Context: an optimization exercise on an open-source flow, tuned for small area. The choices shown serve that exercise and are no tape-out recipe.
In this exercise RTL edits were held to simulation tests only and were not proved equivalent to the original.
Power figures rest on the tool's default switching activity, not on a simulated workload. No driver is modelled on the clock port, so clocking that relies on it looks cheaper here than on a real chip.

$ cat flow/config.mk
export PLATFORM = sky130hd
export DESIGN_NAME = sobel
export DESIGN_NICKNAME = sobel
export VERILOG_FILES = /design/flow/design.v
export SDC_FILE = /design/flow/constraint.sdc
export NUM_CORES = 4
export LEC_CHECK = 0
export CAP_MARGIN = 20
export CORE_MARGIN = 2
export CORE_UTILIZATION = 60
export CTS_BUF_LIST = sky130_fd_sc_hd__clkbuf_16
export CTS_CLUSTER_DIAMETER = 100
export CTS_CLUSTER_SIZE = 30
export SLEW_MARGIN = 20
$ cat flow/constraint.sdc
create_clock -name core_clock -period 8.0 [get_ports {clk}]
set_input_delay 1.6000 -clock core_clock [delete_from_list [all_inputs] [get_ports {clk}]]
set_output_delay 1.6000 -clock core_clock [all_outputs]
set_load 0.01 [all_outputs]
$ cat flow/design.v
module line_chain
#(
parameter N = 259
)
(
	input              clk,
	input              en,
	input  [7:0]       din,
	output [8*N-1:0]   q
);
reg [8*N-1:0] sr;
always @(posedge clk)
	if(en)
		sr <= {sr[8*N-9:0], din};
assign q = sr;
endmodule
module matrix_3x3
(
	input clk,
	input rst_n,
	input valid,            
	input [7:0] din,
	output      col0,
	output [7:0] ta_n, output [7:0] tb_n, output [7:0] tc,
	output [7:0] ua_n, output [7:0] uc,
	output [7:0] ra, output [7:0] rb, output [7:0] rc
);
reg [7:0] yr;
always @(posedge clk)
	yr <= din;
wire [8*256-1:0] l;
line_chain #(.N(256)) u_chain (
	.clk (clk),
	.en  (valid),
	.din (yr),
	.q   (l)
);
reg [6:0] col_cnt;
reg [3:0] row_cnt;
always @(posedge clk or negedge rst_n)
	if(!rst_n) begin
		col_cnt <= 7'd0;
		row_cnt <= 4'd0;
	end
	else if(valid) begin
		col_cnt <= col_cnt + 1'b1;
		if(col_cnt == 7'h7f)
			row_cnt <= row_cnt + 1'b1;
	end
assign col0 = (col_cnt == 7'd0);
wire row0  = (row_cnt == 4'd0);
wire row01 = (row_cnt[3:1] == 3'd0);
wire [7:0] src_r = yr;
wire [7:0] src_u = row0  ? yr    : l[8*127 +: 8];
wire [7:0] src_t = row01 ? src_u : l[8*255 +: 8];
reg [7:0] b_r, a_r, b_u, a_u_n, b_t_n, a_t_n;
always @(posedge clk) begin
	b_r   <= src_r;
	b_u   <= src_u;
	b_t_n <= ~src_t;
	a_r   <= col0 ? src_r : b_r;
	a_u_n <= col0 ? ~src_u : ~b_u;
	a_t_n <= col0 ? ~src_t : b_t_n;
end
assign rc   = src_r;
assign rb   = b_r;
assign ra   = a_r;
assign uc   = src_u;
assign ua_n = a_u_n;
assign tc   = src_t;
assign tb_n = b_t_n;
assign ta_n = a_t_n;
endmodule
module rgb_to_ycbcr(
	input  [15:0] rgb565,
	output [7:0]  o_y_8b
);
wire n1 = ~rgb565[11] ^ ~rgb565[13] ^ ~rgb565[14];
wire n2 = (~rgb565[11] & ~rgb565[13]) | (~rgb565[11] & ~rgb565[14]) | (~rgb565[13] & ~rgb565[14]);
wire n3 = ~rgb565[12] ^ ~rgb565[15] ^ ~rgb565[6];
wire n4 = (~rgb565[12] & ~rgb565[15]) | (~rgb565[12] & ~rgb565[6]) | (~rgb565[15] & ~rgb565[6]);
wire n5 = rgb565[11] ^ ~rgb565[13] ^ rgb565[14];
wire n6 = (rgb565[11] & ~rgb565[13]) | (rgb565[11] & rgb565[14]) | (~rgb565[13] & rgb565[14]);
wire n7 = rgb565[5] ^ rgb565[8];
wire n8 = rgb565[5] & rgb565[8];
wire n9 = rgb565[12] ^ rgb565[15] ^ rgb565[6];
wire n10 = (rgb565[12] & rgb565[15]) | (rgb565[12] & rgb565[6]) | (rgb565[15] & rgb565[6]);
wire n11 = rgb565[11] ^ rgb565[13];
wire n12 = rgb565[11] & rgb565[13];
wire n13 = ~rgb565[11] ^ rgb565[13];
wire n14 = ~rgb565[11] & rgb565[13];
wire n15 = ~rgb565[12] ^ ~rgb565[6];
wire n16 = ~rgb565[12] & ~rgb565[6];
wire n17 = ~rgb565[11] ^ ~rgb565[13] ^ rgb565[14];
wire n18 = (~rgb565[11] & ~rgb565[13]) | (~rgb565[11] & rgb565[14]) | (~rgb565[13] & rgb565[14]);
wire n19 = ~rgb565[12] ^ rgb565[15] ^ ~rgb565[7];
wire n20 = (~rgb565[12] & rgb565[15]) | (~rgb565[12] & ~rgb565[7]) | (rgb565[15] & ~rgb565[7]);
wire n21 = ~rgb565[5] ^ ~rgb565[8] ^ ~rgb565[10];
wire n22 = (~rgb565[5] & ~rgb565[8]) | (~rgb565[5] & ~rgb565[10]) | (~rgb565[8] & ~rgb565[10]);
wire n23 = rgb565[0] ^ ~rgb565[3];
wire n24 = rgb565[0] & ~rgb565[3];
wire n25 = rgb565[7] ^ ~rgb565[9] ^ rgb565[1];
wire n26 = (rgb565[7] & ~rgb565[9]) | (rgb565[7] & rgb565[1]) | (~rgb565[9] & rgb565[1]);
wire n27 = ~rgb565[4] ^ n2 ^ n3;
wire n28 = (~rgb565[4] & n2) | (~rgb565[4] & n3) | (n2 & n3);
wire n29 = ~(~rgb565[10] ^ rgb565[2]);
wire n30 = ~rgb565[10] | rgb565[2];
wire n31 = n4 ^ n5 ^ n7;
wire n32 = (n4 & n5) | (n4 & n7) | (n5 & n7);
wire n33 = rgb565[7] ^ rgb565[9] ^ rgb565[3];
wire n34 = (rgb565[7] & rgb565[9]) | (rgb565[7] & rgb565[3]) | (rgb565[9] & rgb565[3]);
wire n35 = n6 ^ n8 ^ n9;
wire n36 = (n6 & n8) | (n6 & n9) | (n8 & n9);
wire n37 = rgb565[13] ^ rgb565[14] ^ rgb565[8];
wire n38 = (rgb565[13] & rgb565[14]) | (rgb565[13] & rgb565[8]) | (rgb565[14] & rgb565[8]);
wire n39 = rgb565[10] ^ rgb565[4] ^ n10;
wire n40 = (rgb565[10] & rgb565[4]) | (rgb565[10] & n10) | (rgb565[4] & n10);
wire n41 = rgb565[15] ^ rgb565[9];
wire n42 = rgb565[15] & rgb565[9];
wire n43 = rgb565[12] ^ ~rgb565[5];
wire n44 = rgb565[12] & ~rgb565[5];
wire n45 = ~rgb565[6] ^ rgb565[0] ^ rgb565[2];
wire n46 = (~rgb565[6] & rgb565[0]) | (~rgb565[6] & rgb565[2]) | (rgb565[0] & rgb565[2]);
wire n47 = ~(rgb565[12] ^ rgb565[1]);
wire n48 = rgb565[12] | rgb565[1];
wire n49 = ~(~rgb565[5] ^ rgb565[2]);
wire n50 = ~rgb565[5] | rgb565[2];
wire n51 = ~(~rgb565[7] ^ n14);
wire n52 = ~rgb565[7] | n14;
wire n53 = ~rgb565[8] ^ rgb565[3] ^ n16;
wire n54 = (~rgb565[8] & rgb565[3]) | (~rgb565[8] & n16) | (rgb565[3] & n16);
wire n55 = ~rgb565[9] ^ rgb565[4] ^ n18;
wire n56 = (~rgb565[9] & rgb565[4]) | (~rgb565[9] & n18) | (rgb565[4] & n18);
wire n57 = n1 ^ n20 ^ n21;
wire n58 = (n1 & n20) | (n1 & n21) | (n20 & n21);
wire n59 = n22 ^ n24 ^ n25;
wire n60 = (n22 & n24) | (n22 & n25) | (n24 & n25);
wire n61 = n26 ^ n28 ^ n29;
wire n62 = (n26 & n28) | (n26 & n29) | (n28 & n29);
wire n63 = n30 ^ n32 ^ n33;
wire n64 = (n30 & n32) | (n30 & n33) | (n32 & n33);
wire n65 = n34 ^ n36 ^ n37;
wire n66 = (n34 & n36) | (n34 & n37) | (n36 & n37);
wire n67 = ~(n38 ^ n40);
wire n68 = n38 | n40;
wire n69 = ~rgb565[10];
wire n70 = ~rgb565[1];
wire n71 = n11 ^ n44 ^ n45;
wire n72 = (n11 & n44) | (n11 & n45) | (n44 & n45);
wire n73 = n12 ^ n46 ^ n47;
wire n74 = (n12 & n46) | (n12 & n47) | (n46 & n47);
wire n75 = n13 ^ n48 ^ n49;
wire n76 = (n13 & n48) | (n13 & n49) | (n48 & n49);
wire n77 = n15 ^ n50 ^ n51;
wire n78 = (n15 & n50) | (n15 & n51) | (n50 & n51);
wire n79 = n17 ^ n52 ^ n53;
wire n80 = (n17 & n52) | (n17 & n53) | (n52 & n53);
wire n81 = n19 ^ n54 ^ n55;
wire n82 = (n19 & n54) | (n19 & n55) | (n54 & n55);
wire n83 = n23 ^ n56 ^ n57;
wire n84 = (n23 & n56) | (n23 & n57) | (n56 & n57);
wire n85 = n27 ^ n58 ^ n59;
wire n86 = (n27 & n58) | (n27 & n59) | (n58 & n59);
wire n87 = n31 ^ n60 ^ n61;
wire n88 = (n31 & n60) | (n31 & n61) | (n60 & n61);
wire n89 = n35 ^ n62 ^ n63;
wire n90 = (n35 & n62) | (n35 & n63) | (n62 & n63);
wire n91 = n39 ^ n64 ^ n65;
wire n92 = (n39 & n64) | (n39 & n65) | (n64 & n65);
wire n93 = n41 ^ n66 ^ n67;
wire n94 = (n41 & n66) | (n41 & n67) | (n66 & n67);
wire n95 = n42 ^ n68 ^ n69;
wire n96 = (n42 & n68) | (n42 & n69) | (n68 & n69);
wire n97 = ~rgb565[10];
wire n98 = rgb565[11] & rgb565[0];
wire n99 = (n43 & n70) | (n43 & n98) | (n70 & n98);
wire n100 = (rgb565[1] & n71) | (rgb565[1] & n99) | (n71 & n99);
wire n101 = (n72 & n73) | (n72 & n100) | (n73 & n100);
wire n102 = (n74 & n75) | (n74 & n101) | (n75 & n101);
wire n103 = (n76 & n77) | (n76 & n102) | (n77 & n102);
wire n104 = (n78 & n79) | (n78 & n103) | (n79 & n103);
wire n105 = (n80 & n81) | (n80 & n104) | (n81 & n104);
wire n106 = n82 ^ n83 ^ n105;
wire n107 = (n82 & n83) | (n82 & n105) | (n83 & n105);
wire n108 = n84 ^ n85 ^ n107;
wire n109 = (n84 & n85) | (n84 & n107) | (n85 & n107);
wire n110 = n86 ^ n87 ^ n109;
wire n111 = (n86 & n87) | (n86 & n109) | (n87 & n109);
wire n112 = n88 ^ n89 ^ n111;
wire n113 = (n88 & n89) | (n88 & n111) | (n89 & n111);
wire n114 = n90 ^ n91 ^ n113;
wire n115 = (n90 & n91) | (n90 & n113) | (n91 & n113);
wire n116 = n92 ^ n93 ^ n115;
wire n117 = (n92 & n93) | (n92 & n115) | (n93 & n115);
wire n118 = n94 ^ n95 ^ n117;
wire n119 = (n94 & n95) | (n94 & n117) | (n95 & n117);
wire n120 = n96 ^ n97 ^ n119;
assign o_y_8b = {n120, n118, n116, n114, n112, n110, n108, n106};
endmodule
module sobel
#(
parameter U_COL = 128,
parameter U_ROW = 16,
parameter value = 120
)
(
	input clk,
	input rst_n,
	input cmos_frame_vsync,
	input cmos_frame_hsync,
	input cmos_frame_valid,
	input [15:0]cmos_frame_data,
	output sobel_vsync,
	output sobel_hsync,
	output sobel_de,
	output [15:0] sobel_data
);
wire [7:0] y;
rgb_to_ycbcr u0_rgb_to_ycbcr (
	.rgb565 (cmos_frame_data),
	.o_y_8b (y)
);
reg [6:0] de_r, hs_r, vs_r;
always @(posedge clk or negedge rst_n)
	if(!rst_n) begin
		de_r <= 7'd0;
		hs_r <= 7'd0;
		vs_r <= 7'd0;
	end
	else begin
		de_r <= {de_r[5:0], cmos_frame_valid};
		hs_r <= {hs_r[5:0], cmos_frame_hsync};
		vs_r <= {vs_r[5:0], cmos_frame_vsync};
	end
wire [7:0] ta_n, tb_n, tc, ua_n, uc, ra, rb, rc;
wire       col0;
matrix_3x3 u_matrix_3x3 (
	.clk   (clk),
	.rst_n (rst_n),
	.valid (de_r[0]),
	.din   (y),
	.col0  (col0),
	.ta_n(ta_n), .tb_n(tb_n), .tc(tc),
	.ua_n(ua_n), .uc(uc),
	.ra(ra), .rb(rb), .rc(rc)
);
wire [8:0] dx, d1, e1, e2;
rca #(8) u_dx (.a(uc), .b(ua_n), .ci(1'b1), .s(dx));
rca #(8) u_d1 (.a(rb), .b(tb_n), .ci(1'b1), .s(d1));
rca #(8) u_e1 (.a(rc), .b(col0 ? ~tc : ta_n), .ci(1'b1), .s(e1));
rca #(8) u_e2 (.a(ra), .b(~tc), .ci(1'b1), .s(e2));
wire [9:0] w1, w2;
rca #(9) u_w1 (.a(d1), .b(dx),  .ci(1'b0), .s(w1));
rca #(9) u_w2 (.a(d1), .b(~dx), .ci(1'b0), .s(w2));
wire [10:0] p, q;
rca #(10) u_p (.a(w1), .b({1'b0, e1}), .ci(1'b0), .s(p));
rca #(10) u_q (.a(w2), .b({1'b0, e2}), .ci(1'b0), .s(q));
wire p_small = (p >= 11'd708) && (p <= 11'd828);
wire q_small = (q >= 11'd707) && (q <= 11'd827);
wire c_small = (e1 >= 9'd226) && (e1 <= 9'd286);
wire edge_bit = col0 ? ~c_small : ~(p_small & q_small);
reg [6:1] e_r;
always @(posedge clk)
	e_r <= {e_r[5:1], edge_bit};
assign sobel_de    = de_r[6];
assign sobel_hsync = hs_r[6];
assign sobel_vsync = vs_r[6];
assign sobel_data  = e_r[6] ? 16'h0000 : 16'hffff;
endmodule
module rca
#(
parameter N = 8
)
(
	input  [N-1:0] a,
	input  [N-1:0] b,
	input          ci,
	output [N:0]   s
);
wire [N:0] c;
assign c[0] = ci;
genvar i;
generate for (i = 0; i < N; i = i + 1) begin : g
	assign s[i]   = a[i] ^ b[i] ^ c[i];
	assign c[i+1] = (a[i] & b[i]) | (a[i] & c[i]) | (b[i] & c[i]);
end endgenerate
assign s[N] = c[N];
endmodule
$ cat flow/flow/run.sh
#!/bin/bash
# The standard layout, with three changes:
#  - after the standard synthesis, flow/fa_polarity.py picks the polarity of
#    each full-adder cell so that fewer inverters are needed between them
#    (registers and every other cell are left as synthesis made them);
#  - the clock tree is built without dummy loads, from clkbuf_16 cells
#    driving clusters of up to 32 flip-flops;
#  - the port buffers are the smallest buffer cell.
set -euo pipefail
export CTS_ARGS="-sink_clustering_enable -repair_clock_nets -sink_clustering_size 11 -sink_clustering_max_diameter 45 -buf_list sky130_fd_sc_hd__clkbuf_4 -dont_use_dummy_load"
export BUFFER_PORTS_ARGS="-buffer_cell sky130_fd_sc_hd__buf_1"
R=orfs/results/${FLOW_PLATFORM}/sobel/base
bash standard.sh synth > synth_make.log 2>&1
cp $R/1_2_yosys.v yosys_standard.v
python3 flow/fa_polarity.py yosys_standard.v $R/1_2_yosys.v > fa_polarity.log 2>&1
rm -f $R/1_synth.odb $R/1_synth.sdc
bash standard.sh > layout_make.log 2>&1
$ cat flow/flow/fa_polarity.py
#!/usr/bin/env python3
"""Remove inverters around full-adder cells of a Yosys netlist.

A full adder is self-dual: fa(~a, ~b, ~c) = (~cout, ~sum). Yosys's adder
extraction leaves inverters between fa cells whose polarity it picks cell by
cell. This script gives every fa cell a polarity (as is, or with all its
inputs and outputs complemented) so that the fewest inverters remain, then
rewrites the netlist: all inv cells are removed and one inverter is added per
net that some load needs complemented. The logic function is unchanged; only
inv and fa cells are touched.

usage: fa_polarity.py in.v out.v
"""
import re, sys, random

src = open(sys.argv[1]).read()
m = re.search(r'^(module .*?;\n)(.*?)^endmodule', src, re.S | re.M)
head, body = m.group(1), m.group(2)

ident = r'(?:\\\S+\s|[A-Za-z_][A-Za-z0-9_$]*(?:\s*\[\d+\])?)'
cell_re = re.compile(r'^\s*(sky130_fd_sc_hd__\w+)\s+(' + ident + r')\s*\((.*?)\);\s*$', re.S | re.M)
pin_re = re.compile(r'\.(\w+)\(\s*(.*?)\s*\)(?=\s*,|\s*$)', re.S)

decls = []
cells = []
pos = 0
for cm in cell_re.finditer(body):
    decls.append(body[pos:cm.start()])
    pos = cm.end()
    pins = {}
    for pm in pin_re.finditer(cm.group(3)):
        pins[pm.group(1)] = pm.group(2).strip()
    cells.append([cm.group(1), cm.group(2).strip(), pins])
tail = body[pos:]
other = "".join(decls) + tail
if re.search(r'\bassign\b', other):
    sys.exit("netlist has assign statements; not handled")

OUTPINS = {'X', 'Y', 'Q', 'Q_N', 'SUM', 'COUT', 'HI', 'LO'}
def is_inv(t): return re.match(r'sky130_fd_sc_hd__inv_\d+$', t) is not None
def is_fa(t): return t == 'sky130_fd_sc_hd__fa_1'

# inverter output net -> input net
inv_of = {}
for t, n, p in cells:
    if is_inv(t):
        inv_of[p['Y']] = p['A']

ports = set()
for line in head.splitlines() + other.splitlines():
    mm = re.match(r'\s*(input|output)\s*(\[\d+:\d+\])?\s*(.*);', line)
    if mm:
        for nm in mm.group(3).split(','):
            nm = nm.strip()
            if mm.group(2):
                hi, lo = map(int, mm.group(2)[1:-1].split(':'))
                for i in range(min(hi, lo), max(hi, lo) + 1):
                    ports.add(f"{nm}[{i}]")
            else:
                ports.add(nm)

def root(net):
    par = 0
    seen = 0
    while net in inv_of and seen < 100:
        net = inv_of[net]; par ^= 1; seen += 1
    return net, par

# loads: list of (cell index, pin, root, parity)
fa_idx = [i for i, c in enumerate(cells) if is_fa(c[0])]
fa_set = set(fa_idx)
drv_fa = {}
for i in fa_idx:
    for pin in ('SUM', 'COUT'):
        if pin in cells[i][2]:
            drv_fa[cells[i][2][pin]] = i
loads = {}   # root -> list of (cell idx or None, pin, parity)
for i, (t, n, p) in enumerate(cells):
    if is_inv(t):
        continue
    for pin, net in p.items():
        if pin in OUTPINS or net == '' or net.startswith("1'b"):
            continue
        r, par = root(net)
        loads.setdefault(r, []).append((i, pin, par))
# inverter outputs that reach ports must stay as they are
for pnet in ports:
    if pnet in inv_of:
        r, par = root(pnet)
        loads.setdefault(r, []).append((None, pnet, par))

x = {i: 0 for i in fa_idx}
for i in fa_idx:
    for pin in ('SUM', 'COUT'):
        if cells[i][2].get(pin) in ports:
            fa_idx.remove(i); fa_set.discard(i); del x[i]
            break
def cost_root(r):
    xd = x.get(drv_fa.get(r, -1), 0)
    need = False
    for i, pin, par in loads.get(r, []):
        q = par ^ xd ^ (x[i] if i in fa_set else 0)
        if q:
            need = True
            break
    return 1 if need else 0
roots = list(loads.keys())
def total():
    return sum(cost_root(r) for r in roots)
# roots touched by each fa
touch = {i: set() for i in fa_idx}
for r in roots:
    if r in drv_fa:
        touch[drv_fa[r]].add(r)
    for i, pin, par in loads[r]:
        if i in fa_set:
            touch[i].add(r)

before = total()
best = dict(x); best_cost = before
random.seed(1)
for restart in range(30):
    if restart:
        for i in fa_idx:
            x[i] = random.randint(0, 1)
    improved = True
    while improved:
        improved = False
        for i in fa_idx:
            c0 = sum(cost_root(r) for r in touch[i])
            x[i] ^= 1
            c1 = sum(cost_root(r) for r in touch[i])
            if c1 < c0:
                improved = True
            else:
                x[i] ^= 1
    c = total()
    if c < best_cost:
        best_cost = c; best = dict(x)
x = best
after = total()
old_inv = sum(1 for c in cells if is_inv(c[0]))
print(f"fa cells {len(fa_idx)}, flipped {sum(x.values())}, inverters {old_inv} -> {after}", file=sys.stderr)
if after >= old_inv:
    open(sys.argv[2], 'w').write(src)
    sys.exit(0)

# rewrite
newcells = []
newwires = []
k = 0
invnet = {}
def inv_net(r):
    global k
    if r not in invnet:
        k += 1
        nn = f"fapol_n{k}"
        invnet[r] = nn
        newwires.append(nn)
        newcells.append(('sky130_fd_sc_hd__inv_1', f"fapol_inv{k}", {'A': r, 'Y': nn}))
    return invnet[r]
for i, (t, n, p) in enumerate(cells):
    if is_inv(t):
        continue
    np_ = dict(p)
    for pin, net in p.items():
        if pin in OUTPINS or net == '' or net.startswith("1'b"):
            continue
        r, par = root(net)
        xd = x.get(drv_fa.get(r, -1), 0)
        q = par ^ xd ^ (x[i] if i in fa_set else 0)
        np_[pin] = inv_net(r) if q else r
    newcells.append((t, n, np_))
# ports driven through inverters
for pnet in sorted(ports):
    if pnet in inv_of:
        r, par = root(pnet)
        xd = x.get(drv_fa.get(r, -1), 0)
        q = par ^ xd
        k += 1
        if q:
            newcells.append(('sky130_fd_sc_hd__inv_1', f"fapol_inv{k}", {'A': r, 'Y': pnet}))
        else:
            newcells.append(('sky130_fd_sc_hd__buf_1', f"fapol_buf{k}", {'A': r, 'X': pnet}))

def fmt(t, n, p):
    pins = ",\n".join(f"    .{a}({b}{' ' if b.startswith(chr(92)) else ''})" for a, b in p.items())
    return f"  {t} {n} (\n{pins}\n  );\n"
out = head
out += "".join(f"  wire {w};\n" for w in newwires)
out += "".join(decls)  # declarations (wire lists) in original order
out += "".join(fmt(*c) for c in newcells)
out += tail + "endmodule\n"
open(sys.argv[2], 'w').write(out)
$ cat flow/standard.sh
#!/bin/bash
# synth_recipe.tcl (not shown) runs the flow's synth.tcl, then flattens the netlist and writes it again
# the make line also repeats each setting of config.mk as NAME=value (left out here)
make -C /OpenROAD-flow-scripts/flow DESIGN_CONFIG=/design/flow/config.mk WORK_HOME=/design/flow/orfs CLKGATE_MAP_FILE= SYNTH_SCRIPT=/design/flow/synth_recipe.tcl "${@:-finish}"
==> summary.md, run 1 <==
| Metric | Value |
|---|---|
| Initial antenna violation count | 3 |
| Min Hold Slack | 0.274 ns |
| CTS max path bufs | 3 |
| Beginning of the worst hold path | u_matrix_3x3.yr[0] |
| P_leak | 23.9 nW |
| Area grow syn2layout | 5.73% |
| WHS Path Cells | 0 |
| Die height | 339 um |
| Worst IR Drop VDD | 0.000821 V |
| Reg-to-reg startpoint | u_matrix_3x3.row_cnt[0] |
| Pre-CTS setup slack | 0.648 ns |
| Fin. max-slew vios | 0 |
| Hold Fails Final Rpt | 0 |
| Reg area | 63500 um2 |
| Clk slew on worst S/H paths | 0.11 ns |
| Die Width | 339 um |
| Hold EP | u_matrix_3x3.b_r[0] |
| FILL cells | 7239 |
| WL per Instance | 18.9 um |
| Drt initial violations | 2027 |
| Placed cell areas | 69400 um2 |
| Register share of total power | 59.0% |
| Critical path arrival | 8.23 ns |
| Layout cells sized above 1 | 9.95% |
| Core footprint | 111000 um2 |
| Worst Setup End Kind | flip-flop |
| Reg2reg end | e_r[1] |
| Synth warnings | 3 |
| Vias in the first global route | 22392 |
| Hold_buf cts | 0 |
| Switching pwr | 6.12 mW |
| Syn_area_per_cell | 27.0 um2 |
| Number of core rows | 122 |
| Final TNS setup | 0 ns |
| Total Routed Length | 80.2 mm |
| Final Net Count | 2905 |
| Via density per instance | 5.29 |
| H-tree Lvls | 4 |
| WP data required | 8.86 ns |
| Layout Cells excl Fill | 4250 |
| Critical Path Fanout Max | 4 |
| P_int | 16.8 mW |
| Inst Count DP | 4020 |
| Max cap viols | 0 |
| Hold/Removal Path Class | reg2reg |
| Count of input and output buffers | 39 |
| GPL Wtd Cong | 0.775 |
| CTS root buf | clkbuf_4 |
| Fmax | 136 MHz |
| Via count | 22483 |
| Io pins | 40 |
| Die area | 115000 um2 |
| Synth Net Count | 2642 |
| # clock sinks | 2142 |
| Final setup viols | 0 |
| Comb power frac | 22.5% |
| Initial core utilization | 60.6% |
| Rel. slew slack | 38.4% |
| Worst slew pin tran | 0.924 ns |
| Crit path time final | 7.37 ns |
| Unrepaired setup endpoints after global routing | false |
| Cts bufs inserted | 219 |
| DR pass1 iterations | 5 |
| Switching portion of total power | 26.8% |
| CTS tree | yes |
| Fin crit share | 92.1% |
| Multi-input combinational cell area | 3330 um2 |
| Crit Path Class | reg2reg |
| Final WS setup | 0.630 ns |
| Grt total ovfl | 0 |
| Clock latency (worst-skew pair) | 1.08 ns |
| Post-CTS Setup Bufs | 0 |
| Run status | finished clean |
| Largest net degree at the start of global routing | 231 |
| Detail Placement HPWL | 37.1 mm |
| Clk_skew | 0.117 ns |
| Post_cts resized | 0 |
| Antenna Nets Post-Route | 0 |
| CP startpoint kind | flip-flop |
| All-Layer GR Usage | 14.1% |
| Pwr Density | 321 nW/um2 |
| Flop-to-flop setup slack | 0.63 ns |
| Cell count after synthesis | 2492 |
| Clock share of power | 18.4% |
| First-pass GRT wire length | 126 mm |
| Worst Reg-to-Reg Cells | 22 |
| Design Area, Final | 71100 um2 |
| Post-Synthesis Cell Area | 67300 um2 |
| # DRC | 0 |
## area by class of cell
type	instances	share of cell area, %
diodes	9	0.0317
multi-input cells	254	4.68
well taps	1488	2.62
flip-flops and latches	2142	89.3
clock buffers	219	2.31
inverters	77	0.406
repair buffers	61	0.637
## critical path, stage by stage (launching register included)
cell      delay (ns)
dfrtp_1         0.44
inv_1           0.08
ha_1            0.16
nor3b_4         0.22
mux2_2          0.39
inv_1           0.08
ha_1            0.14
inv_1           0.05
fa_1            0.44
fa_1            0.46
fa_1            0.46
fa_1            0.46
fa_1            0.46
fa_1            0.47
fa_1            0.59
inv_1           0.07
fa_1            0.40
fa_1            0.47
fa_1            0.44
ha_1            0.28
nor4bb_1        0.34
o21a_1          0.17
a31oi_1         0.07
## registers in the layout, indices dropped and copies added, names as in the netlist
register and count:
u_matrix_3x3.a_t_n 8, u_matrix_3x3.yr 8, de_r 7, u_matrix_3x3.b_u 8
e_r 6, u_matrix_3x3.col_cnt 7, hs_r 7, u_matrix_3x3.b_r 8
u_matrix_3x3.row_cnt 4, u_matrix_3x3.b_t_n 8, vs_r 7, u_matrix_3x3.u_chain.sr 2048
u_matrix_3x3.a_r 8, u_matrix_3x3.a_u_n 8
## power groups by stage
stage	Clock (mW)	Combinational [mW]	Sequential, mW
floorplan	0	3.82	14.0
global placement	0	5.17	13.7
detailed placement	0	5.20	13.7
CTS	4.51	5.26	13.5
global route	4.92	6.09	13.6
finish	4.22	5.15	13.5
## placed cells by master, fill, tap and decap left out, types with 4 or more instances in the layout
cell / n
nor2_1: 15
clkbuf_4: 219
buf_4: 12
inv_1: 77
buf_1: 38
diode_2: 9
edfxtp_1: 2048
nand4_1: 4
mux2i_1: 10
nand2_1: 10
o21ai_0: 7
xnor2_1: 7
buf_12: 8
dfrtp_1: 31
mux2_2: 28
a21oi_1: 11
xor2_1: 4
dfxtp_1: 62
ha_1: 28
fa_1: 101
## per-stage QoR
stage                     util (%)  total power [mW]
after floorplan                  -              17.8
after global placement        62.6              18.9
after detailed placement      62.6              18.9
after CTS                     64.0              23.3
after global routing          64.1              24.6
final                         64.1              22.9
## routing by layer
| metal | GRT usage (%) | vias to the layer above | part of all wire [%] |
|---|---|---|---|
| li1 | - | 10216 | - |
| met1 | 23.7 | 11645 | 52 |
| met2 | 18.2 | 429 | 41 |
| met3 | 3.19 | 193 | 4.6 |
| met4 | 5.33 | 0 | 2.6 |
| met5 | 0 | - | 0 |
## how the worst max path moves through the flow
stage,start,end,slack [ns],cells past startpoint
after floorplan,de_r[0],u_matrix_3x3.row_cnt[1],-7.99,4
after global placement,u_matrix_3x3.row_cnt[1],e_r[1],0.75,22
after detailed placement,u_matrix_3x3.row_cnt[1],e_r[1],0.65,22
after CTS,u_matrix_3x3.row_cnt[1],e_r[1],0.51,22
after global routing,u_matrix_3x3.row_cnt[0],e_r[1],0.19,22
final,u_matrix_3x3.row_cnt[0],e_r[1],0.63,22
==> inputs of run 2 (changes only) <==
--- a/flow/flow/run.sh
+++ b/flow/flow/run.sh
@@ -9,3 +9,3 @@
 set -euo pipefail
-export CTS_ARGS="-sink_clustering_enable -repair_clock_nets -sink_clustering_size 11 -sink_clustering_max_diameter 45 -buf_list sky130_fd_sc_hd__clkbuf_4 -dont_use_dummy_load"
+export CTS_ARGS="-sink_clustering_enable -repair_clock_nets -sink_clustering_size 32 -sink_clustering_max_diameter 130 -buf_list sky130_fd_sc_hd__clkbuf_16 -dont_use_dummy_load"
 export BUFFER_PORTS_ARGS="-buffer_cell sky130_fd_sc_hd__buf_1"
==> summary.md, run 2 <==
| Metric | Value |
|---|---|
| Total Routed Length | 77.6 mm |
| Reg-to-reg startpoint | u_matrix_3x3.row_cnt[0] |
| H-tree Lvls | 3 |
| Number of core rows | 122 |
| Die Width | 339 um |
| Detail Placement HPWL | 37.1 mm |
| Synth warnings | 3 |
| Antenna Nets Post-Route | 0 |
| DR pass1 iterations | 4 |
| Switching portion of total power | 25.7% |
| Max cap viols | 0 |
| Final TNS setup | 0 ns |
| Comb power frac | 22.1% |
| Placed cell areas | 69400 um2 |
| Fmax | 137 MHz |
| Critical path arrival | 7.79 ns |
| Area grow syn2layout | 6.08% |
| Clk slew on worst S/H paths | 0.11 ns |
| Synth Net Count | 2642 |
| Worst IR Drop VDD | 0.000826 V |
| WL per Instance | 18.9 um |
| Worst Setup End Kind | flip-flop |
| Clock latency (worst-skew pair) | 0.65 ns |
| Rel. slew slack | 38.4% |
| # clock sinks | 2142 |
| GPL Wtd Cong | 0.775 |
| Max FFs per register | 2048 |
| Vias in the first global route | 20964 |
| Critical Path Fanout Max | 4 |
| Commonest non-fill, non-tap cell in the layout | edfxtp_1 |
| Core footprint | 111000 um2 |
| Via density per instance | 5.26 |
| Clock share of power | 19.6% |
| CP Cell Sequence | inv_1 -> ha_1 -> nor3b_4 -> mux2_2 -> inv_1 -> ha_1 -> inv_1 -> fa_1 -> fa_1 -> fa_1 -> fa_1 -> fa_1 -> fa_1 -> fa_1 -> inv_1 -> fa_1 -> fa_1 -> fa_1 -> ha_1 -> nor4bb_1 -> o21a_1 -> a31oi_1 |
| Hold/Removal Path Class | reg2reg |
| CTS tree | yes |
| Syn_area_per_cell | 27.0 um2 |
| Hold_buf cts | 0 |
| CTS max path bufs | 3 |
| CP most frequent cell | fa_1 |
| Slowest CP cell | fa_1 |
| Post-CTS Setup Bufs | 0 |
| Layout cells sized above 1 | 5.02% |
| Diodes inserted | 0 |
| Io pins | 40 |
| All-Layer GR Usage | 13.4% |
| Design Area, Final | 71400 um2 |
| Most flops, register | u_matrix_3x3.u_chain.sr |
| Register share of total power | 58.2% |
| Slowest stage delay, CP | 0.59 ns |
| Cts bufs inserted | 76 |
| Unrepaired setup endpoints after global routing | false |
| Clk_skew | 0.0321 ns |
| Most frequent cells in the layout | edfxtp_1 (2048), fa_1 (101), inv_1 (77), clkbuf_16 (76), dfxtp_1 (62) |
| CP startpoint kind | flip-flop |
| Beginning of the worst hold path | e_r[4] |
| Pwr Density | 325 nW/um2 |
| Hold Fails Final Rpt | 0 |
| Grt total ovfl | 0 |
| Fin crit share | 90.9% |
| Cell count after synthesis | 2492 |
| CP startpoint | u_matrix_3x3.row_cnt[0] |
| P_leak | 23.8 nW |
| P_int | 17.2 mW |
| Post_cts resized | 0 |
| Final Net Count | 2762 |
| Worst slew pin tran | 0.924 ns |
| Overall Power | 23.2 mW |
| Crit Path Class | reg2reg |
| Switching pwr | 5.97 mW |
| Count of input and output buffers | 39 |
| Initial antenna violation count | 2 |
| Drt initial violations | 2179 |
| Post-Synthesis Cell Area | 67300 um2 |
| Via count | 21568 |
| Die height | 339 um |
| Die area | 115000 um2 |
| Run status | finished clean |
| Crit path time final | 7.27 ns |
| Largest net degree at the start of global routing | 231 |
| Core Util, Final | 64.3% |
| Final setup viols | 0 |
| WP data required | 8.51 ns |
| CTS root buf | clkbuf_16 |
| Fin. max-slew vios | 0 |
| # DRC | 0 |
| Crit path buf inv count | 4 |
| First-pass GRT wire length | 121 mm |
| CP top delay family | adder cells |
| Initial core utilization | 60.6% |
[run 2: cell types whose count changed in the layout (fill, tap and decap cells not counted)]
cell | before | now
diode_2 | 9 | 0
clkbuf_16 | 0 | 76
clkbuf_4 | 219 | 0
[run 2: power groups by stage]
stage / Combinational (mW) / Clock [mW] / Sequential, mW
finish: 5.13 / 4.55 / 13.5
detailed placement: 5.20 / 0 / 13.7
CTS: 5.26 / 4.81 / 13.5
global route: 6.08 / 5.14 / 13.6
global placement: 5.17 / 0 / 13.7
floorplan: 3.82 / 0 / 14.0
[run 2: worst reg2reg max path: cells and delay by family, from the launching register on]
family                   cells  cell delay (ns)
flip-flops                   1             0.44
AND/OR/NAND/NOR              2             0.55
AO/OA/AOI/OAI                2             0.24
adder cells (fa/ha/maj)     13             5.23
buffers and inverters        4             0.29
multiplexers                 1             0.39
[run 2: path summary, 6_finish.rpt]
kind / endpoint / slack, ns / cells after the start
min in group asynchronous: vs_r[6] / 1.04 / 1
worst min-delay path: e_r[5] / 0.35 / 0
worst min register to register: e_r[5] / 0.35 / 0
max in group asynchronous: de_r[0] / 6.32 / 1
worst max register to register: e_r[1] / 0.73 / 22
worst max-delay path: e_r[1] / 0.73 / 22
[run 2: area by class of cell]
type | count | area [um2]
multi-input combinational | 254 | 3330
fill | 7119 | 39600
timing repair buffer | 61 | 453
sequential | 2142 | 63500
tap | 1488 | 1860
inverter | 77 | 289
clock buffer | 76 | 1900
[run 2: stage by stage]
step | setup WS [ns] | instances | hold slack [ns]
3_3_place_gp | 0.748 | 4020 | 0.328
6_report | 0.725 | 4098 | 0.346
4_1_cts | 0.631 | 4096 | 0.350
3_5_place_dp | 0.648 | 4020 | 0.324
2_1_floorplan | -7.99 | 2492 | 0.310
5_1_grt | 0.331 | 4098 | 0.353
[run 2: routing by layer]
metal / track usage, % / wire, um
met5: 0 / 0
met4: 3.60 / 1820
met3: 2.14 / 2190
met2: 18.1 / 32500
met1: 22.9 / 41100
==> inputs of run 3 (changes only) <==
--- a/flow/flow/run.sh
+++ b/flow/flow/run.sh
@@ -9,3 +9,3 @@
 set -euo pipefail
-export CTS_ARGS="-sink_clustering_enable -repair_clock_nets -sink_clustering_size 32 -sink_clustering_max_diameter 130 -buf_list sky130_fd_sc_hd__clkbuf_16 -dont_use_dummy_load"
+export CTS_ARGS="-sink_clustering_enable -repair_clock_nets -sink_clustering_size 12 -sink_clustering_max_diameter 50 -buf_list sky130_fd_sc_hd__clkbuf_4 -dont_use_dummy_load"
 export BUFFER_PORTS_ARGS="-buffer_cell sky130_fd_sc_hd__buf_1"
==> summary.md, run 3 <==
| Metric | Value |
|---|---|
| Count of input and output buffers | 39 |
| WP data required | 8.87 ns |
| Final Net Count | 2887 |
| Max FFs per register | 2048 |
| Overall Power | 22.7 mW |
| Layout Cells excl Fill | 4232 |
| Post-CTS Setup Bufs | 0 |
| GPL Wtd Cong | 0.775 |
| Crit Path Class | reg2reg |
| Unrepaired setup endpoints after global routing | false |
| Io pins | 40 |
| Syn_area_per_cell | 27.0 um2 |
| Fin. max-slew vios | 0 |
| Final TNS setup | 0 ns |
| Max cap viols | 0 |
| Area grow syn2layout | 5.53% |
| Via count | 22343 |
| DR pass1 iterations | 5 |
| Cts bufs inserted | 201 |
| First-pass GRT wire length | 126 mm |
| Largest net degree at the start of global routing | 231 |
| Die Width | 339 um |
| Initial antenna violation count | 3 |
| Met2 wire length | 33.0 mm |
| Drt initial violations | 2019 |
| Initial core utilization | 60.6% |
| Worst slew pin tran | 0.917 ns |
| Critical path arrival | 8.20 ns |
| Die height | 339 um |
| # clock sinks | 2142 |
| Via density per instance | 5.28 |
| Number of core rows | 122 |
| Antenna Nets Post-Route | 0 |
| Synth warnings | 3 |
| Max Used Layer | met4 |
| Run status | finished clean |
| Fin crit share | 91.6% |
| Met3 wire length | 3.49 mm |
| # DRC | 0 |
| Pre-CTS setup slack | 0.648 ns |
| Final setup viols | 0 |
| WL per Instance | 18.9 um |
| Rel. slew slack | 38.9% |
| Final WS setup | 0.671 ns |
| Clk slew on worst S/H paths | 0.12 ns |
| Most frequent cells in the layout | edfxtp_1 (2048), clkbuf_4 (201), fa_1 (101), inv_1 (77), dfxtp_1 (62) |
| Clock latency (worst-skew pair) | 1.09 ns |
| Clk_skew | 0.127 ns |
| Detail Placement HPWL | 37.1 mm |
| Crit path time final | 7.33 ns |
| Hold/Removal Path Class | reg2reg |
| All-Layer GR Usage | 14.1% |
| Hold Fails Final Rpt | 0 |
| Fmax | 136 MHz |
| CTS max path bufs | 3 |
| Synth Net Count | 2642 |
| Cell count after synthesis | 2492 |
| Pwr Density | 320 nW/um2 |
| Inst Count DP | 4020 |
| Hold_buf cts | 0 |
| FILL cells | 7253 |
| Vias in the first global route | 22296 |
| Critical Path Fanout Max | 4 |
| Worst Setup End Kind | flip-flop |
| Post-Synthesis Cell Area | 67300 um2 |
| Die area | 115000 um2 |
| Total Routed Length | 79.9 mm |
| H-tree Lvls | 4 |
| Most flops, register | u_matrix_3x3.u_chain.sr |
| Commonest non-fill, non-tap cell in the layout | edfxtp_1 |
| Layout cells sized above 1 | 9.36% |
| Grt total ovfl | 0 |
| Post_cts resized | 0 |
| CTS tree | yes |
| P_leak | 23.8 nW |
| Core footprint | 111000 um2 |
| CTS root buf | clkbuf_4 |
| M1 WL | 41.6 mm |
| CP startpoint kind | flip-flop |
| Worst IR Drop VDD | 0.000829 V |
run 3: report_power, final:
group	leakage (nW)	internal, mW	switching [mW]
logic	1.96	2.33	2.80
registers	21.0	13.2	0.341
clock network	0.925	1.16	2.93
total	23.8	16.6	6.08
run 3: layout make-up:
type	count	area, um2	share of cell area (%)
antenna	9	22.5	0.0317
clock buffer	201	1510	2.12
inverter	77	289	0.407
multi-input combinational	254	3330	4.69
sequential	2142	63500	89.5
tap	1488	1860	2.62
timing repair buffer	61	453	0.638
run 3: path summary, 6_finish.rpt:
path / from / endpoint / slack (ns) / cells after the start
setup / recovery: u_matrix_3x3.row_cnt[0] / e_r[1] / 0.67 / 22
hold / removal: e_r[3] / e_r[4] / 0.29 / 0
setup reg to reg: u_matrix_3x3.row_cnt[0] / e_r[1] / 0.67 / 22
hold reg to reg: e_r[3] / e_r[4] / 0.29 / 0
max in group asynchronous: rst_n / de_r[0] / 6.78 / 1
min in group asynchronous: rst_n / vs_r[2] / 0.60 / 1
run 3: per-stage QoR:
stage          util [%]  instance area, um2  hold WS [ns]
5_1_grt            64.0               71000         0.294
4_1_cts            63.9               70900         0.306
3_3_place_gp       62.6               69400         0.328
6_report           64.0               71000         0.294
3_5_place_dp       62.6               69400         0.324
2_1_floorplan         -               67300         0.310
run 3: worst max-delay path, stage by stage, from the launching register on:
cell and delay, ns:
dfrtp_1 0.44, inv_1 0.08, ha_1 0.16, nor3b_4 0.21, mux2_2 0.39, inv_1 0.08
ha_1 0.14, inv_1 0.05, fa_1 0.44, fa_1 0.46, fa_1 0.46, fa_1 0.46
fa_1 0.46, fa_1 0.47, fa_1 0.59, inv_1 0.07, fa_1 0.40, fa_1 0.47
fa_1 0.44, ha_1 0.28, nor4bb_1 0.34, o21a_1 0.17, a31oi_1 0.07
run 3: routing by layer:
layer / up-vias / GRT usage (%)
li1: 10170 / -
met1: 11626 / 23.7
met2: 375 / 18.1
met3: 172 / 3.27
met4: 0 / 4.94
met5: - / 0
==> inputs of run 4 (changes only) <==
--- a/flow/flow/run.sh
+++ b/flow/flow/run.sh
@@ -5,4 +5,4 @@
 #    (registers and every other cell are left as synthesis made them);
-#  - the clock tree is built without dummy loads, from clkbuf_16 cells
-#    driving clusters of up to 32 flip-flops;
+#  - the clock tree is built without dummy loads, from clkbuf_4 cells
+#    driving clusters of up to 12 flip-flops;
 #  - the port buffers are the smallest buffer cell.
==> summary.md, run 4 <==
| Metric | Value |
|---|---|
| Critical path arrival | 8.20 ns |
| Via density per instance | 5.28 |
| Fin crit share | 91.6% |
| Count of input and output buffers | 39 |
| Hold Fails Final Rpt | 0 |
| P_leak | 23.8 nW |
| Max FFs per register | 2048 |
| Post-CTS Setup Bufs | 0 |
| WP data required | 8.87 ns |
| Final TNS setup | 0 ns |
| Fmax | 136 MHz |
| Crit Path Class | reg2reg |
| GPL Wtd Cong | 0.775 |
| First-pass GRT wire length | 126 mm |
| Largest net degree at the start of global routing | 231 |
| Vias in the first global route | 22296 |
| Hold/Removal Path Class | reg2reg |
| Initial antenna violation count | 3 |
| Antenna Nets Post-Route | 0 |
| Die Width | 339 um |
| Via count | 22343 |
| Cell count after synthesis | 2492 |
| Placed cell areas | 69400 um2 |
| WHS Path Cells | 0 |
| Die height | 339 um |
| DR pass1 iterations | 5 |
| Hold_buf cts | 0 |
| Unrepaired setup endpoints after global routing | false |
| Initial core utilization | 60.6% |
| Total Routed Length | 79.9 mm |
| Io pins | 40 |
| CTS max path bufs | 3 |
| Clock latency (worst-skew pair) | 1.09 ns |
| Critical Path Fanout Max | 4 |
| Synth warnings | 3 |
| Worst Setup End Kind | flip-flop |
| Syn_area_per_cell | 27.0 um2 |
| WL per Instance | 18.9 um |
| H-tree Lvls | 4 |
| Design Area, Final | 71000 um2 |
| Pwr Density | 320 nW/um2 |
| Worst Reg-to-Reg Cells | 22 |
| Overall Power | 22.7 mW |
| Cts bufs inserted | 201 |
| CTS root buf | clkbuf_4 |
| Met1 global-route usage | 23.7% |
| GR met3 Demand/Resource | 3.27% |
| # clock sinks | 2142 |
| Die area | 115000 um2 |
| Grt total ovfl | 0 |
| Worst IR Drop VDD | 0.000829 V |
| # DRC | 0 |
| Post-Synthesis Cell Area | 67300 um2 |
| CP startpoint kind | flip-flop |
| Most flops, register | u_matrix_3x3.u_chain.sr |
| Crit path time final | 7.33 ns |
| Max cap viols | 0 |
| Clk slew on worst S/H paths | 0.12 ns |
| CTS tree | yes |
| Drt initial violations | 2019 |
| Final setup viols | 0 |
| Core Util, Final | 64.0% |
| Most frequent cells in the layout | edfxtp_1 (2048), clkbuf_4 (201), fa_1 (101), inv_1 (77), dfxtp_1 (62) |
| Final Net Count | 2887 |
| Clk_skew | 0.127 ns |
| Run status | finished clean |
| Synth Net Count | 2642 |
| Number of core rows | 122 |
| Worst slew pin tran | 0.917 ns |
| Layout cells sized above 1 | 9.36% |
| Fin. max-slew vios | 0 |
| Core footprint | 111000 um2 |
| Detail Placement HPWL | 37.1 mm |
| Post_cts resized | 0 |
| All-Layer GR Usage | 14.1% |
| Commonest non-fill, non-tap cell in the layout | edfxtp_1 |
| Area grow syn2layout | 5.53% |
| Most used routing layer | met1 |
| Met2 usage | 18.1% |
| FILL cells | 7253 |
| Rel. slew slack | 38.9% |
-- run 4: path summary, 6_finish.rpt --
kind | to | start | slack (ns)
worst min register to register | e_r[4] | e_r[3] | 0.29
worst max register to register | e_r[1] | u_matrix_3x3.row_cnt[0] | 0.67
worst min-delay path | e_r[4] | e_r[3] | 0.29
max in group asynchronous | de_r[0] | rst_n | 6.78
worst max-delay path | e_r[1] | u_matrix_3x3.row_cnt[0] | 0.67
min in group asynchronous | vs_r[2] | rst_n | 0.60
-- run 4: report_power, final --
group,switching [mW],internal [mW]
registers,0.341,13.2
clock network,2.93,1.16
logic,2.80,2.33
-- run 4: worst max-delay path, cell delays in order, from the launching register on --
cell and delay, ns:
dfrtp_1 0.44, inv_1 0.08, ha_1 0.16, nor3b_4 0.21, mux2_2 0.39, inv_1 0.08
ha_1 0.14, inv_1 0.05, fa_1 0.44, fa_1 0.46, fa_1 0.46, fa_1 0.46
fa_1 0.46, fa_1 0.47, fa_1 0.59, inv_1 0.07, fa_1 0.40, fa_1 0.47
fa_1 0.44, ha_1 0.28, nor4bb_1 0.34, o21a_1 0.17, a31oi_1 0.07
-- run 4: routing by layer --
| metal | up-vias | routed length, um |
|---|---|---|
| li1 | 10170 | - |
| met1 | 11626 | 41600 |
| met2 | 375 | 33000 |
| met3 | 172 | 3490 |
| met4 | 0 | 1870 |
| met5 | - | 0 |
-- run 4: layout make-up --
| class | count | area, um2 | share of cell area, % |
|---|---|---|---|
| timing repair buffer | 61 | 453 | 0.638 |
| inverter | 77 | 289 | 0.407 |
| multi-input combinational | 254 | 3330 | 4.69 |
| clock buffer | 201 | 1510 | 2.12 |
| antenna | 9 | 22.5 | 0.0317 |
| sequential | 2142 | 63500 | 89.5 |
| tap | 1488 | 1860 | 2.62 |
-- run 4: through the flow --
stage	setup slack, ns	hold WS [ns]	instances
after floorplan	-7.99	0.310	2492
after global placement	0.748	0.328	4020
after detailed placement	0.648	0.324	4020
after CTS	0.567	0.306	4221
after global routing	0.248	0.294	4232
final	0.671	0.294	4232
==> inputs of run 5 (changes only) <==
--- a/flow/flow/run.sh
+++ b/flow/flow/run.sh
@@ -5,7 +5,7 @@
 #    (registers and every other cell are left as synthesis made them);
-#  - the clock tree is built without dummy loads, from clkbuf_4 cells
-#    driving clusters of up to 12 flip-flops;
+#  - the clock tree is built without dummy loads, from clkbuf_16 cells
+#    driving clusters of up to 32 flip-flops;
 #  - the port buffers are the smallest buffer cell.
 set -euo pipefail
-export CTS_ARGS="-sink_clustering_enable -repair_clock_nets -sink_clustering_size 12 -sink_clustering_max_diameter 50 -buf_list sky130_fd_sc_hd__clkbuf_4 -dont_use_dummy_load"
+export CTS_ARGS="-sink_clustering_enable -repair_clock_nets -sink_clustering_size 20 -sink_clustering_max_diameter 80 -buf_list sky130_fd_sc_hd__clkbuf_8 -dont_use_dummy_load"
 export BUFFER_PORTS_ARGS="-buffer_cell sky130_fd_sc_hd__buf_1"
==> summary.md, run 5 <==
| Metric | Value |
|---|---|
| All-Layer GR Usage | 13.6% |
| Run status | finished clean |
| Most frequent cells in the layout | edfxtp_1 (2048), clkbuf_8 (118), fa_1 (101), inv_1 (77), dfxtp_1 (62) |
| Critical Path Fanout Max | 4 |
| P_leak | 23.8 nW |
| Rel. slew slack | 38.5% |
| Post-Synthesis Cell Area | 67300 um2 |
| Clock latency (worst-skew pair) | 0.79 ns |
| DR pass1 iterations | 5 |
| Layout cells sized above 1 | 6.52% |
| Max cap viols | 0 |
| Drt initial violations | 2054 |
| Count of input and output buffers | 39 |
| Crit Path Class | reg2reg |
| Max FFs per register | 2048 |
| H-tree Lvls | 3 |
| Die Width | 339 um |
| FILL cells | 7139 |
| Hold/Removal Path Class | reg2reg |
| # DRC | 0 |
| CP startpoint kind | flip-flop |
| Initial core utilization | 60.6% |
| Cts bufs inserted | 118 |
| Via count | 21794 |
| Post-CTS Setup Bufs | 0 |
| Worst IR Drop VDD | 0.000839 V |
| Die area | 115000 um2 |
| Crit path time final | 7.32 ns |
| Cell count after synthesis | 2492 |
| Initial antenna violation count | 2 |
| Unrepaired setup endpoints after global routing | false |
| Worst slew pin tran | 0.922 ns |
| GPL Wtd Cong | 0.775 |
| Fin crit share | 91.5% |
| Final setup viols | 0 |
| Commonest non-fill, non-tap cell in the layout | edfxtp_1 |
| Core footprint | 111000 um2 |
| Vias in the first global route | 21522 |
| Total Routed Length | 78.5 mm |
| Clk_skew | 0.119 ns |
| Clk slew on worst S/H paths | 0.11 ns |
| First-pass GRT wire length | 123 mm |
| Largest net degree at the start of global routing | 231 |
| WP data required | 8.58 ns |
| Critical path arrival | 7.90 ns |
| Fmax | 137 MHz |
| CTS max path bufs | 3 |
| Fin. max-slew vios | 0 |
| Syn_area_per_cell | 27.0 um2 |
| Hold_buf cts | 0 |
| Synth Net Count | 2642 |
| Die height | 339 um |
| Most flops, register | u_matrix_3x3.u_chain.sr |
| Grt total ovfl | 0 |
| Via density per instance | 5.26 |
| Area grow syn2layout | 5.67% |
| WL per Instance | 19.0 um |
| Post_cts resized | 0 |
| Io pins | 40 |
| Final Net Count | 2804 |
| CTS tree | yes |
| Hold Fails Final Rpt | 0 |
| Worst Setup End Kind | flip-flop |
| Layout Cells excl Fill | 4141 |
| Antenna Nets Post-Route | 0 |
| Detail Placement HPWL | 37.1 mm |
| Final TNS setup | 0 ns |
| Synth warnings | 3 |
| Number of core rows | 122 |
| # clock sinks | 2142 |
| CTS root buf | clkbuf_8 |
| Inst Count DP | 4020 |
| Pwr Density | 321 nW/um2 |
==> run 5: cell types whose count changed in the layout (fill, tap and decap cells not counted) <==
cell,before,now
diode_2,9,1
clkbuf_4,201,0
clkbuf_8,0,118
==> run 5: layer usage <==
metal	wire length, um	GRT usage, %
met1	41200	23.3
met5	0	0
met2	32600	18.1
met3	2730	2.46
met4	1950	3.99
==> run 5: path summary, 6_finish.rpt <==
kind,slack [ns],start,end,cells past startpoint
max in group asynchronous,6.47,rst_n,de_r[0],1
worst min register to register,0.34,e_r[4],e_r[5],0
worst max register to register,0.68,u_matrix_3x3.row_cnt[0],e_r[1],22
worst max-delay path,0.68,u_matrix_3x3.row_cnt[0],e_r[1],22
worst min-delay path,0.34,e_r[4],e_r[5],0
min in group asynchronous,0.90,rst_n,de_r[6],1
==> run 5: report_power, final <==
part | internal (mW) | total [mW] | switching, mW | leakage, nW
combinational | 2.34 | 5.16 | 2.82 | 1.96
sequential | 13.2 | 13.5 | 0.343 | 21.0
clock | 1.32 | 4.17 | 2.85 | 0.848
==> run 5: worst max-delay path, cell delays in order, from the launching register on <==
cell,delay [ns]
dfrtp_1,0.44
inv_1,0.08
ha_1,0.16
nor3b_4,0.21
mux2_2,0.39
inv_1,0.08
ha_1,0.14
inv_1,0.05
fa_1,0.44
fa_1,0.46
fa_1,0.46
fa_1,0.46
fa_1,0.46
fa_1,0.47
fa_1,0.59
inv_1,0.07
fa_1,0.40
fa_1,0.47
fa_1,0.44
ha_1,0.28
nor4bb_1,0.34
o21a_1,0.17
a31oi_1,0.07
==> run 5: per-stage QoR <==
stage	total power [mW]	hold slack (ns)	setup WS, ns	cell area [um2]	util [%]
2_1_floorplan	17.8	0.310	-7.99	67300	-
3_3_place_gp	18.9	0.328	0.748	69400	62.6
3_5_place_dp	18.9	0.324	0.648	69400	62.6
4_1_cts	23.2	0.342	0.574	71100	64.0
5_1_grt	24.5	0.343	0.272	71100	64.1
6_report	22.8	0.338	0.678	71100	64.1
==> run 5: final cells by class <==
cell class,count,area [um2],area share [%]
flip-flops and latches,2142,63500,89.4
diodes,1,2.50,0.00352
repair buffers,61,453,0.637
multi-input cells,254,3330,4.69
clock buffers,118,1620,2.28
well taps,1488,1860,2.62
inverters,77,289,0.406
==> inputs of run 6 (changes only) <==
--- a/flow/flow/run.sh
+++ b/flow/flow/run.sh
@@ -5,4 +5,4 @@
 #    (registers and every other cell are left as synthesis made them);
-#  - the clock tree is built without dummy loads, from clkbuf_16 cells
-#    driving clusters of up to 32 flip-flops;
+#  - the clock tree is built without dummy loads, from clkbuf_8 cells
+#    driving clusters of up to 20 flip-flops;
 #  - the port buffers are the smallest buffer cell.
--- a/flow/config.mk
+++ b/flow/config.mk
@@ -9,3 +9,3 @@
 export CORE_MARGIN = 2
-export CORE_UTILIZATION = 60
+export CORE_UTILIZATION = 80
 export CTS_BUF_LIST = sky130_fd_sc_hd__clkbuf_16
==> summary.md, run 6 <==
| Metric | Value |
|---|---|
| Run status | did not finish |
| Last stage reached | detailed placement |
| Log Error | [ERROR DPL-0033] detailed placement checks failed during check placement. |
| Number of core rows | 106 |
| Initial core utilization | 80.7% |
| Synth warnings | 3 |
| Die height | 294 um |
| GPL Wtd Cong | 0.797 |
| Synth Net Count | 2642 |
| Syn_area_per_cell | 27.0 um2 |
| Post-Synthesis Cell Area | 67300 um2 |
| Die Width | 294 um |
| Count of input and output buffers | 39 |
| Io pins | 40 |
| Cell count after synthesis | 2492 |
| Detail Placement HPWL | 60.5 mm |
[run 6: how the worst min path moves through the flow]
stage	start	to	slack (ns)	depth (start not counted)
after floorplan	e_r[1]	e_r[2]	0.31	0
after global placement	e_r[2]	e_r[3]	0.32	0
[run 6: stage by stage]
stage / power [mW] / cells / instance area [um2]
2_1_floorplan: 17.8 / 2492 / 67300
3_3_place_gp: 18.8 / 3610 / 68900
[run 6: power groups by stage]
stage	sequential [mW]	clock, mW	combinational [mW]
after floorplan	14.0	0	3.82
after global placement	13.7	0	5.06
==> inputs of run 7 (changes only) <==
--- a/flow/config.mk
+++ b/flow/config.mk
@@ -9,3 +9,3 @@
 export CORE_MARGIN = 2
-export CORE_UTILIZATION = 80
+export CORE_UTILIZATION = 60
 export CTS_BUF_LIST = sky130_fd_sc_hd__clkbuf_16
==> summary.md, run 7 <==
| Metric | Value |
|---|---|
| H-tree Lvls | 3 |
| # clock sinks | 2142 |
| Design Area, Final | 71100 um2 |
| Rel. slew slack | 38.5% |
| Pwr Density | 321 nW/um2 |
| Layout Cells excl Fill | 4141 |
| Fin crit share | 91.5% |
| Cell count after synthesis | 2492 |
| Placed cell areas | 69400 um2 |
| Initial core utilization | 60.6% |
| Reg-to-reg startpoint | u_matrix_3x3.row_cnt[0] |
| Pre-CTS setup slack | 0.648 ns |
| Critical path arrival | 7.90 ns |
| Commonest non-fill, non-tap cell in the layout | edfxtp_1 |
| Largest net degree at the start of global routing | 231 |
| Core footprint | 111000 um2 |
| Grt total ovfl | 0 |
| Clk_skew | 0.119 ns |
| Number of core rows | 122 |
| Via count | 21794 |
| Critical Path Fanout Max | 4 |
| WP data required | 8.58 ns |
| Detail Placement HPWL | 37.1 mm |
| Final TNS setup | 0 ns |
| Die height | 339 um |
| Run status | finished clean |
| Crit Path Class | reg2reg |
| Crit path time final | 7.32 ns |
| Vias in the first global route | 21522 |
| Unrepaired setup endpoints after global routing | false |
| Total Routed Length | 78.5 mm |
| Die Width | 339 um |
| All-Layer GR Usage | 13.6% |
| Antenna Nets Post-Route | 0 |
| Flop-to-flop setup slack | 0.68 ns |
| Core Util, Final | 64.1% |
| Fmax | 137 MHz |
| Reg2reg end | e_r[1] |
| CTS max path bufs | 3 |
| Syn_area_per_cell | 27.0 um2 |
| Hold EP | e_r[5] |
| GPL Wtd Cong | 0.775 |
| Via density per instance | 5.26 |
| Drt initial violations | 2054 |
| Most flops, register | u_matrix_3x3.u_chain.sr |
| Final WS setup | 0.678 ns |
| Clk slew on worst S/H paths | 0.11 ns |
| CTS root buf | clkbuf_8 |
| Worst Reg-to-Reg Cells | 22 |
| Layout cells sized above 1 | 6.52% |
| Clock latency (worst-skew pair) | 0.79 ns |
| CP startpoint kind | flip-flop |
| Post_cts resized | 0 |
| WL per Instance | 19.0 um |
| Inst Count DP | 4020 |
| Fin. max-slew vios | 0 |
| Die area | 115000 um2 |
| Worst IR Drop VDD | 0.000839 V |
| Hold Fails Final Rpt | 0 |
| Final Net Count | 2804 |
| DR pass1 iterations | 5 |
| Max FFs per register | 2048 |
| Most frequent cells in the layout | edfxtp_1 (2048), clkbuf_8 (118), fa_1 (101), inv_1 (77), dfxtp_1 (62) |
| CTS tree | yes |
| Post-Synthesis Cell Area | 67300 um2 |
| Worst Setup End Kind | flip-flop |
| Worst slew pin tran | 0.922 ns |
| Max cap viols | 0 |
| Synth warnings | 3 |
| Area grow syn2layout | 5.67% |
| Hold/Removal Path Class | reg2reg |
| Synth Net Count | 2642 |
| Count of input and output buffers | 39 |
| First-pass GRT wire length | 123 mm |
| Cts bufs inserted | 118 |
| WHS Path Cells | 0 |
| Io pins | 40 |
| Final setup viols | 0 |
| Post-CTS Setup Bufs | 0 |
| Hold_buf cts | 0 |
| Beginning of the worst hold path | e_r[4] |
| # DRC | 0 |
| Initial antenna violation count | 2 |
| P_leak | 23.8 nW |
run 7: final cells by class:
| cell class | instances | area, um2 |
|---|---|---|
| sequential | 2142 | 63500 |
| fill | 7139 | 39900 |
| multi-input combinational | 254 | 3330 |
| tap | 1488 | 1860 |
| clock buffer | 118 | 1620 |
| timing repair buffer | 61 | 453 |
| inverter | 77 | 289 |
| antenna | 1 | 2.50 |
run 7: through the flow:
step / power, mW / hold WS [ns]
after global placement: 18.9 / 0.328
after CTS: 23.2 / 0.342
final: 22.8 / 0.338
after detailed placement: 18.9 / 0.324
after global routing: 24.5 / 0.343
after floorplan: 17.8 / 0.310
run 7: critical path: stages (launching register included):
cell and delay (ns):
dfrtp_1 0.44, inv_1 0.08, ha_1 0.16, nor3b_4 0.21
mux2_2 0.39, inv_1 0.08, ha_1 0.14, inv_1 0.05
fa_1 0.44, fa_1 0.46, fa_1 0.46, fa_1 0.46
fa_1 0.46, fa_1 0.47, fa_1 0.59, inv_1 0.07
fa_1 0.40, fa_1 0.47, fa_1 0.44, ha_1 0.28
nor4bb_1 0.34, o21a_1 0.17, a31oi_1 0.07
run 7: report_power, final:
part	leakage, nW	switching, mW	internal [mW]
Combinational	1.96	2.82	2.34
Clock	0.848	2.85	1.32
Sequential	21.0	0.343	13.2
Total	23.8	6.01	16.8
run 7: worst max path at each step:
stage / start / endpoint / cells past startpoint
finish: u_matrix_3x3.row_cnt[0] / e_r[1] / 22
global route: u_matrix_3x3.row_cnt[0] / e_r[1] / 22
CTS: u_matrix_3x3.row_cnt[0] / e_r[1] / 22
detailed placement: u_matrix_3x3.row_cnt[1] / e_r[1] / 22
global placement: u_matrix_3x3.row_cnt[1] / e_r[1] / 22
floorplan: de_r[0] / u_matrix_3x3.row_cnt[1] / 4
run 7: routing by layer:
metal / global-route usage [%] / wire length [um]
met1: 23.3 / 41200
met2: 18.1 / 32600
met3: 2.46 / 2730
met4: 3.99 / 1950
met5: 0 / 0
==> inputs of run 8 (changes only) <==
--- a/flow/config.mk
+++ b/flow/config.mk
@@ -9,3 +9,3 @@
 export CORE_MARGIN = 2
-export CORE_UTILIZATION = 60
+export CORE_UTILIZATION = 70
 export CTS_BUF_LIST = sky130_fd_sc_hd__clkbuf_16
==> summary.md, run 8 <==
| Metric | Value |
|---|---|
| Flop-to-flop setup slack | 0.64 ns |
| Post-Synthesis Cell Area | 67300 um2 |
| Detail Placement HPWL | 41.9 mm |
| Max cap viols | 0 |
| Worst Setup End Kind | flip-flop |
| Initial antenna violation count | 2 |
| Largest net degree at the start of global routing | 211 |
| Most used routing layer | met1 |
| Layout Cells excl Fill | 3916 |
| CTS tree | yes |
| Core footprint | 95200 um2 |
| Comb power frac | 22.7% |
| Worst IR Drop VDD | 0.000740 V |
| Clock latency (worst-skew pair) | 0.80 ns |
| Overall Power | 22.8 mW |
| Critical path arrival | 7.95 ns |
| Synth Net Count | 2642 |
| Multi-input combinational cell area | 3330 um2 |
| GPL Wtd Cong | 0.756 |
| Fmax | 136 MHz |
| Rel. slew slack | 25.4% |
| # clock sinks | 2142 |
| Post_cts resized | 0 |
| Crit path time final | 7.36 ns |
| Register share of total power | 59.3% |
| P_leak | 23.7 nW |
| Core Util, Final | 74.4% |
| Switching portion of total power | 26.2% |
| Max FFs per register | 2048 |
| Die Width | 314 um |
| Most frequent cells in the layout | edfxtp_1 (2048), clkbuf_8 (118), fa_1 (101), inv_1 (77), dfxtp_1 (62) |
| Antenna Nets Post-Route | 0 |
| Total Routed Length | 80.5 mm |
| Hold/Removal Path Class | reg2reg |
| Fin crit share | 92.1% |
| Io pins | 40 |
| CP startpoint kind | flip-flop |
| Fin. max-slew vios | 0 |
| First-pass GRT wire length | 123 mm |
| Cts bufs inserted | 118 |
| WP data required | 8.58 ns |
| Hold Fails Final Rpt | 0 |
| Syn_area_per_cell | 27.0 um2 |
| Grt total ovfl | 0 |
| Post-CTS Setup Bufs | 0 |
| Vias in the first global route | 21293 |
| Crit Path Class | reg2reg |
| Synth warnings | 3 |
| Final WS setup | 0.635 ns |
| Via count | 21858 |
| Switching pwr | 5.98 mW |
| Cell count after synthesis | 2492 |
| Final Net Count | 2801 |
| Met2 usage | 23.1% |
| Commonest non-fill, non-tap cell in the layout | edfxtp_1 |
| Die height | 314 um |
| Pwr Density | 322 nW/um2 |
| Reg area | 63500 um2 |
| Clock share of power | 18.0% |
| Final setup viols | 0 |
| Unrepaired setup endpoints after global routing | false |
| Drt initial violations | 2187 |
| Area grow syn2layout | 5.17% |
| Clk slew on worst S/H paths | 0.11 ns |
| Min Hold Slack | 0.317 ns |
| Clk_skew | 0.101 ns |
| Die area | 98600 um2 |
| Placed cell areas | 69100 um2 |
| Initial core utilization | 70.7% |
| DR pass1 iterations | 5 |
| Worst slew pin tran | 1.12 ns |
| FILL cells | 4749 |
| Met1 global-route usage | 27.9% |
| WL per Instance | 20.6 um |
| Critical Path Fanout Max | 5 |
| All-Layer GR Usage | 16.5% |
| # DRC | 0 |
| CTS root buf | clkbuf_8 |
| P_int | 16.8 mW |
| Final TNS setup | 0 ns |
| CTS max path bufs | 3 |
| Run status | finished clean |
| Number of core rows | 113 |
| Via density per instance | 5.58 |
| Most flops, register | u_matrix_3x3.u_chain.sr |
| Count of input and output buffers | 39 |
| GR met3 Demand/Resource | 2.75% |
| Design Area, Final | 70800 um2 |
| Inst Count DP | 3796 |
| Layout cells sized above 1 | 6.42% |
| Pre-CTS setup slack | 0.573 ns |
| H-tree Lvls | 3 |
| Hold_buf cts | 0 |
[run 8: path summary, 6_finish.rpt]
path | from | end | cells after the start
setup reg to reg | u_matrix_3x3.row_cnt[1] | e_r[1] | 22
setup / recovery | u_matrix_3x3.row_cnt[1] | e_r[1] | 22
hold / removal | e_r[3] | e_r[4] | 0
min in group asynchronous | rst_n | hs_r[1] | 1
max in group asynchronous | rst_n | de_r[0] | 1
hold reg to reg | e_r[3] | e_r[4] | 0
[run 8: layout make-up]
class	count	share of cell area (%)
multi-input combinational	254	4.71
sequential	2142	89.8
inverter	77	0.408
tap	1265	2.24
antenna	2	0.00707
timing repair buffer	58	0.557
clock buffer	118	2.29
[run 8: power groups by stage]
stage               Combinational [mW]  Sequential, mW  Clock, mW
detailed placement                5.29            13.8          0
global route                      6.15            13.6       4.68
CTS                               5.33            13.5       4.32
global placement                  5.22            13.8          0
floorplan                         3.82            14.0          0
finish                            5.16            13.5       4.10
[run 8: critical path, stage by stage (launching register included)]
cell	delay [ns]
dfrtp_1	0.47
inv_1	0.08
ha_1	0.15
nor3b_4	0.23
mux2_2	0.39
inv_1	0.08
ha_1	0.14
inv_1	0.06
fa_1	0.45
fa_1	0.48
fa_1	0.47
fa_1	0.47
fa_1	0.46
fa_1	0.46
fa_1	0.60
inv_1	0.07
fa_1	0.40
fa_1	0.47
fa_1	0.43
ha_1	0.27
nor4bb_1	0.31
o21a_1	0.18
a31oi_1	0.08
[run 8: per-layer routing]
layer	share of wire (%)	routed length [um]
met1	50	40200
met3	4.1	3330
met5	0	0
met2	44	35400
met4	2.0	1640

-- separate check: timing with driven ports --
Ports are ideal in the flow. The routed layouts listed here were re-timed in OpenROAD.
Step 1 (the two cells are an assumption about what drives the block):
set clk [get_ports {clk}]
set_driving_cell -lib_cell sky130_fd_sc_hd__clkbuf_16 $clk
set_driving_cell -lib_cell sky130_fd_sc_hd__buf_2 [delete_from_list [all_inputs] $clk]
Step 2 times the ports against the registers' clock, not the clock port: input delays grow and output delays shrink by t, the midpoint of the rising clock arrivals with the driver on.
a / b / c = no drivers / after step 1 / after step 2; a / b = the first two.
| run | shift t [ns] | setup slack, ns | worst hold slack (ns) | latest minus earliest clock arrival (ns) |
|---|---|---|---|---|
| run 1 | 1.099 | 0.630 / 0.630 / 0.630 | 0.274 / 0.274 / 0.274 | 0.139 / 0.139 |
| run 2 | 0.718 | 0.725 / 0.725 / 0.725 | 0.346 / 0.346 / 0.346 | 0.058 / 0.058 |
| run 3 | 1.089 | 0.671 / 0.671 / 0.671 | 0.294 / 0.294 / 0.294 | 0.138 / 0.138 |
| run 4 | 1.089 | 0.671 / 0.671 / 0.671 | 0.294 / 0.294 / 0.294 | 0.138 / 0.138 |
| run 5 | 0.799 | 0.678 / 0.678 / 0.678 | 0.338 / 0.338 / 0.338 | 0.125 / 0.125 |
| run 7 | 0.799 | 0.678 / 0.678 / 0.678 | 0.338 / 0.338 / 0.338 | 0.125 / 0.125 |
| run 8 | 0.819 | 0.635 / 0.635 / 0.635 | 0.317 / 0.317 / 0.317 | 0.107 / 0.107 |
After both steps every run listed still meets setup and hold.
